This is an optimization exercise on Yosys and OpenROAD, whose aim is small area, a short achievable clock period and few clock cycles, not a production implementation.

==> flow/design.v <==
module CORDIC_angles_ROM_comb (
    input  wire [3:0]  which_angle,
    input  wire        hyp,
    output wire [15:0] angle_out
);
    wire [3:0]  i = which_angle;
    wire [15:0] tbl =
        (i == 4'd0) ? 16'b0011001001000100 :                                    
        (i == 4'd1) ? (hyp ? 16'b0010001100101000 : 16'b0001110110101100) :     
        (i == 4'd2) ? (hyp ? 16'b0001000001011001 : 16'b0000111110101110) :     
        (i == 4'd3) ? (hyp ? 16'b0000100000001011 : 16'b0000011111110101) :     
                      (hyp ? 16'b0000010000000001 : 16'b0000001111111111);      
    wire [3:0]  p = 4'd14 - i;
    assign angle_out = (i < 4'd5) ? tbl : (16'd1 << p);
endmodule
module CORDIC_iteration (
    input  [15:0] x, y, z,
    input  [15:0] x_s, y_s,
    input  [15:0] delta_z,
    input         sigma,      
    input         hyp,
    output [15:0] next_x, next_y, next_z
);
    wire sub_x = sigma ^ hyp;
    bk_add16 ax (.a(x), .b(y_s ^ {16{sub_x}}),  .ci(sub_x),  .s(next_x));
    bk_add16 ay (.a(y), .b(x_s ^ {16{~sigma}}), .ci(~sigma), .s(next_y));
    bk_add16 az (.a(z), .b(delta_z ^ {16{sigma}}), .ci(sigma), .s(next_z));
endmodule
module bk_add16 (
    input  [15:0] a, b,
    input         ci,
    output [15:0] s
);
    wire [15:0] p = a ^ b;
    wire [15:0] g0 = a & b;
    wire [15:0] g = {g0[15:1], g0[0] | (p[0] & ci)};
    wire g10 = g[1] | p[1] & g[0],     p10 = p[1] & p[0];
    wire g32 = g[3] | p[3] & g[2],     p32 = p[3] & p[2];
    wire g54 = g[5] | p[5] & g[4],     p54 = p[5] & p[4];
    wire g76 = g[7] | p[7] & g[6],     p76 = p[7] & p[6];
    wire g98 = g[9] | p[9] & g[8],     p98 = p[9] & p[8];
    wire gba = g[11] | p[11] & g[10],  pba = p[11] & p[10];
    wire gdc = g[13] | p[13] & g[12],  pdc = p[13] & p[12];
    wire g30 = g32 | p32 & g10,        p30 = p32 & p10;
    wire g74 = g76 | p76 & g54,        p74 = p76 & p54;
    wire gb8 = gba | pba & g98,        pb8 = pba & p98;
    wire g70 = g74 | p74 & g30;
    wire [14:0] c;
    assign c[0]  = g[0];
    assign c[1]  = g10;
    assign c[3]  = g30;
    assign c[7]  = g70;
    assign c[11] = gb8 | pb8 & c[7];
    assign c[5]  = g54 | p54 & c[3];
    assign c[9]  = g98 | p98 & c[7];
    assign c[13] = gdc | pdc & c[11];
    assign c[2]  = g[2] | p[2] & c[1];
    assign c[4]  = g[4] | p[4] & c[3];
    assign c[6]  = g[6] | p[6] & c[5];
    assign c[8]  = g[8] | p[8] & c[7];
    assign c[10] = g[10] | p[10] & c[9];
    assign c[12] = g[12] | p[12] & c[11];
    assign c[14] = g[14] | p[14] & c[13];
    assign s = p ^ {c, ci};
endmodule
module CORDIC (
    input             clk,
    input             rst_n,
    input             start,
    input      [1:0]  mode_in,
    input             rot_in,
    input      [4:0]  s,
    input      [15:0] A,
    input      [15:0] B,
    input             a_wr,      
    input             b_wr,      
    input      [15:0] AB_next,   
    output     [15:0] out1,
    output     [15:0] out2,
    output     [1:0]  status,
    output            zero_out,
    output reg        done
);
    localparam signed [15:0] K_INV_Q = 16'sd9949;
    localparam signed [15:0] K_HYP   = 16'b0100110101001000;
    reg  [1:0] mode;
    reg        rot;
    reg        busy, fin;
    reg  [3:0] cnt;
    reg  [3:0] k;
    reg  signed [15:0] x, y, z;
    wire lin  = (mode == 2'b01);
    wire hyp  = (mode == 2'b10);
    wire circ = (mode == 2'b00);
    reg        rep;
    wire [3:0] sh = cnt;
    function [3:0] msb_abs;
        input [15:0] v;
        reg [15:0] u, c;
        reg t;
        integer i;
        begin
            u = v ^ {16{v[15]}};
            t = v[15];
            for (i = 0; i < 16; i = i + 1) begin
                c[i] = u[i] | t;
                t = t & u[i];
            end
            msb_abs = 4'd0;
            for (i = 0; i < 16; i = i + 1)
                if (c[i]) msb_abs = i[3:0];
        end
    endfunction
    reg  [3:0] msb_a, msb_b;
    wire [3:0] msb_w = msb_abs(AB_next);
    always @(posedge clk) begin
        if (!rst_n) begin
            msb_a <= 4'd0;
            msb_b <= 4'd0;
        end else begin
            if (a_wr) msb_a <= msb_w;
            if (b_wr) msb_b <= msb_w;
        end
    end
    wire [4:0] k_mul = ({1'b0, msb_b} > s) ? ({1'b0, msb_b} - s) : 5'd0;
    wire [3:0] k_div = (msb_b > msb_a) ? (msb_b - msb_a) : 4'd0;
    wire [3:0] k_new = rot_in ? k_mul[3:0] : k_div;
    reg pre;
    function [15:0] rev16;
        input [15:0] v;
        integer i;
        begin
            for (i = 0; i < 16; i = i + 1) rev16[i] = v[15 - i];
        end
    endfunction
    wire signed [15:0] x_s = x >>> sh;
    wire        [15:0] ysh_in = busy ? y : rev16(y);
    wire        [31:0] ysh_ext = {{16{busy & y[15]}}, ysh_in} >> cnt;
    wire        [15:0] y_s = ysh_ext[15:0];
    wire [15:0] ang;
    CORDIC_angles_ROM_comb angles_rom (.which_angle(sh), .hyp(hyp), .angle_out(ang));
    wire [3:0] kk  = rot ? 4'd0 : k;
    wire [5:0] e   = {1'b0, s} + {2'b0, kk} - {2'b0, sh};
    wire [15:0] alpha = (({1'b0, sh} <= s) && (e < 6'd16)) ? (16'd1 << e[3:0]) : 16'd0;
    wire [15:0] dz = lin ? alpha : ang;
    wire iter  = busy & ~pre;
    wire [15:0] x_sg = x_s & {16{iter}};
    wire [15:0] y_sg = y_s & {16{iter & ~lin}};     
    wire [15:0] dz_g = dz & {16{iter}};
    wire sigma = rot ? ~z[15] : y[15];
    wire [15:0] nx, ny, nz;
    CORDIC_iteration iter_stage (
        .x(x), .y(y), .z(z), .x_s(x_sg), .y_s(y_sg), .delta_z(dz_g),
        .sigma(sigma), .hyp(hyp),
        .next_x(nx), .next_y(ny), .next_z(nz)
    );
    wire last = ~pre & (cnt == 4'd11);
    always @(posedge clk) begin
        if (!rst_n) begin
            busy <= 1'b0;
            fin  <= 1'b0;
            done <= 1'b0;
        end else begin
            done <= busy & last;
            if (start) begin
                busy <= 1'b1;
                fin  <= 1'b0;
            end else if (busy & last) begin
                busy <= 1'b0;
                fin  <= 1'b1;
            end
        end
    end
    always @(posedge clk) begin
        if (start) begin
            mode <= mode_in;
            rot  <= rot_in;
            k    <= k_new;
            cnt  <= (mode_in == 2'b01) ? k_new :
                    (mode_in == 2'b10) ? 4'd1 : 4'd0;
            pre  <= (mode_in == 2'b01);
            rep  <= 1'b0;
        end else if (busy) begin
            if (pre) begin
                pre <= 1'b0;
                cnt <= 4'd0;
            end else begin
                if (last)
                    cnt <= k;
                else if (hyp && cnt == 4'd4 && !rep)
                    rep <= 1'b1;
                else
                    cnt <= cnt + 4'd1;
            end
        end
    end
    always @(posedge clk) begin
        if (start) begin
            x <= (rot_in && mode_in != 2'b01) ?
                     ((mode_in == 2'b10) ? K_HYP : K_INV_Q) : A;
            y <= (rot_in && mode_in != 2'b01) ? 16'd0 : B;
            z <= rot_in ? A : 16'd0;
        end else if (busy & pre) begin
            x <= nx;
            y <= rot ? 16'd0 : y_s;
            z <= rot ? y_s : nz;
        end else begin
            x <= nx;
            y <= ny;
            z <= nz;
        end
    end
    assign out1   = lin ? (rot ? rev16(y_s) : z) : x;
    assign out2   = (rot ^ lin) ? y : z;
    assign status = {fin, busy};
    assign zero_out = (mode == 2'b11);
endmodule
`default_nettype none
module tqvp_CORDIC (
    input         clk,
    input         rst_n,
    input  [7:0]  ui_in,
    output [7:0]  uo_out,
    input [5:0]   address,
    input [31:0]  data_in,
    input [1:0]   data_write_n,
    input [1:0]   data_read_n,
    output [31:0] data_out,
    output        data_ready,
    output        user_interrupt
);
    reg  [15:0] A, B;
    reg  [4:0]  shift;
    wire [15:0] out1, out2;
    wire [1:0]  status;
    wire        done;
    wire        zero_out;    
    wire wr    = (data_write_n != 2'b11);
    wire wr_hi = (data_write_n[1] != data_write_n[0]);
    wire start = wr && (address == 6'h0) && data_in[0];
    wire a_wr  = wr && (address == 6'h1);
    wire b_wr  = wr && (address == 6'h2);
    wire [15:0] AB_next = {wr_hi ? data_in[15:8] : (address[1] ? B[15:8] : A[15:8]),
                           data_in[7:0]};
    always @(posedge clk) begin
        if (!rst_n) begin
            A     <= 16'd0;
            B     <= 16'd0;
            shift <= 5'd11;
        end else begin
            if (a_wr)                     A       <= AB_next;
            if (b_wr)                     B       <= AB_next;
            if (address == 6'h3 && wr)    shift   <= data_in[4:0];
        end
    end
    CORDIC cordic_module (
        .clk(clk), .rst_n(rst_n),
        .start(start), .mode_in(data_in[2:1]), .rot_in(data_in[3]),
        .s(shift), .A(A), .B(B), .a_wr(a_wr), .b_wr(b_wr), .AB_next(AB_next),
        .out1(out1), .out2(out2), .status(status), .zero_out(zero_out), .done(done)
    );
    wire hi0   = (address[5:3] == 3'b000);
    wire sel0  = hi0 & (address[2:0] == 3'b000);
    wire sel45 = hi0 & (address[2:1] == 2'b10) & ~zero_out;
    wire sel6  = hi0 & (address[2:0] == 3'b110);
    wire [15:0] out12 = address[0] ? out2 : out1;
    assign data_out = ({32{sel0}} & 32'hbadcaffe) |
                      {16'b0, {16{sel45}} & out12} |
                      {30'b0, {2{sel6}} & status};
    assign data_ready     = 1'b1;
    assign user_interrupt = done;
    assign uo_out         = {6'b0, status};
    wire _unused = &{data_read_n, ui_in, data_in[31:16], 1'b0};
endmodule
Settings: LEC_CHECK=0, ABC_AREA=1, CAP_MARGIN=20, CORE_MARGIN=2, CORE_UTILIZATION=60, SETUP_SLACK_MARGIN=5, SLEW_MARGIN=20, TNS_END_PERCENT=100; clock period 12.0 ns.
standard.sh (not shown) runs the stock make flow with config.mk's settings and CLKGATE_MAP_FILE= SYNTH_SCRIPT=/design/flow/synth_recipe.tcl, a recipe that flattens the netlist after the stock synthesis.
==> flow/flow/run.sh <==
#!/bin/bash
set -euo pipefail
bash standard.sh SETUP_SLACK_MARGIN=6 finish > flow_make.log 2>&1
The starting point finished clean.
Edit:
==> flow/flow/run.sh (replaced) <==
#!/bin/bash
set -euo pipefail
bash standard.sh SETUP_SLACK_MARGIN=5.5 finish > flow_make.log 2>&1
=> Count of clock-buffer cells in the layout is lower by 1. Non-clock buffer count is lower by 31. Setup slack loses 0.20 ns. Synthesized cell count stays the same. Die area is unchanged. Flip-flop and latch count stays the same. Worst hold slack loses 0.029 ns.
No functional check of the RTL was part of any run of this note.

separate check: timing with driven ports:
No port has a modelled driver above. Below, the same layouts with a new extraction and two added sets of constraints. Step 1, drivers: a clkbuf_16 drives clk and a buf_2 each remaining input, both assumed. Step 2 times the ports against the registers' clock, not the clock port: input delays grow and output delays shrink by t, the midpoint of the rising clock arrivals with the driver on. a / b / c = ideal ports / drivers / drivers and shift; a / b = the first two.
| run | shift t [ns] | setup slack, ns | worst hold slack (ns) | worst setup path at the end | worst data-port slew with drivers (ns) |
|---|---|---|---|---|---|
| the first run | 0.403 | 5.708 / 5.686 / 5.686 | 0.505 / 0.505 / 0.505 | input to output | 0.04 |
| the second run | 0.401 | 5.511 / 5.485 / 5.485 | 0.476 / 0.476 / 0.476 | input to output | 0.03 |
After both steps setup and hold are still met in every run listed. The setup slack of the second run, which loses most, moves by -0.026 ns with the drivers and by -0.026 ns with both steps.
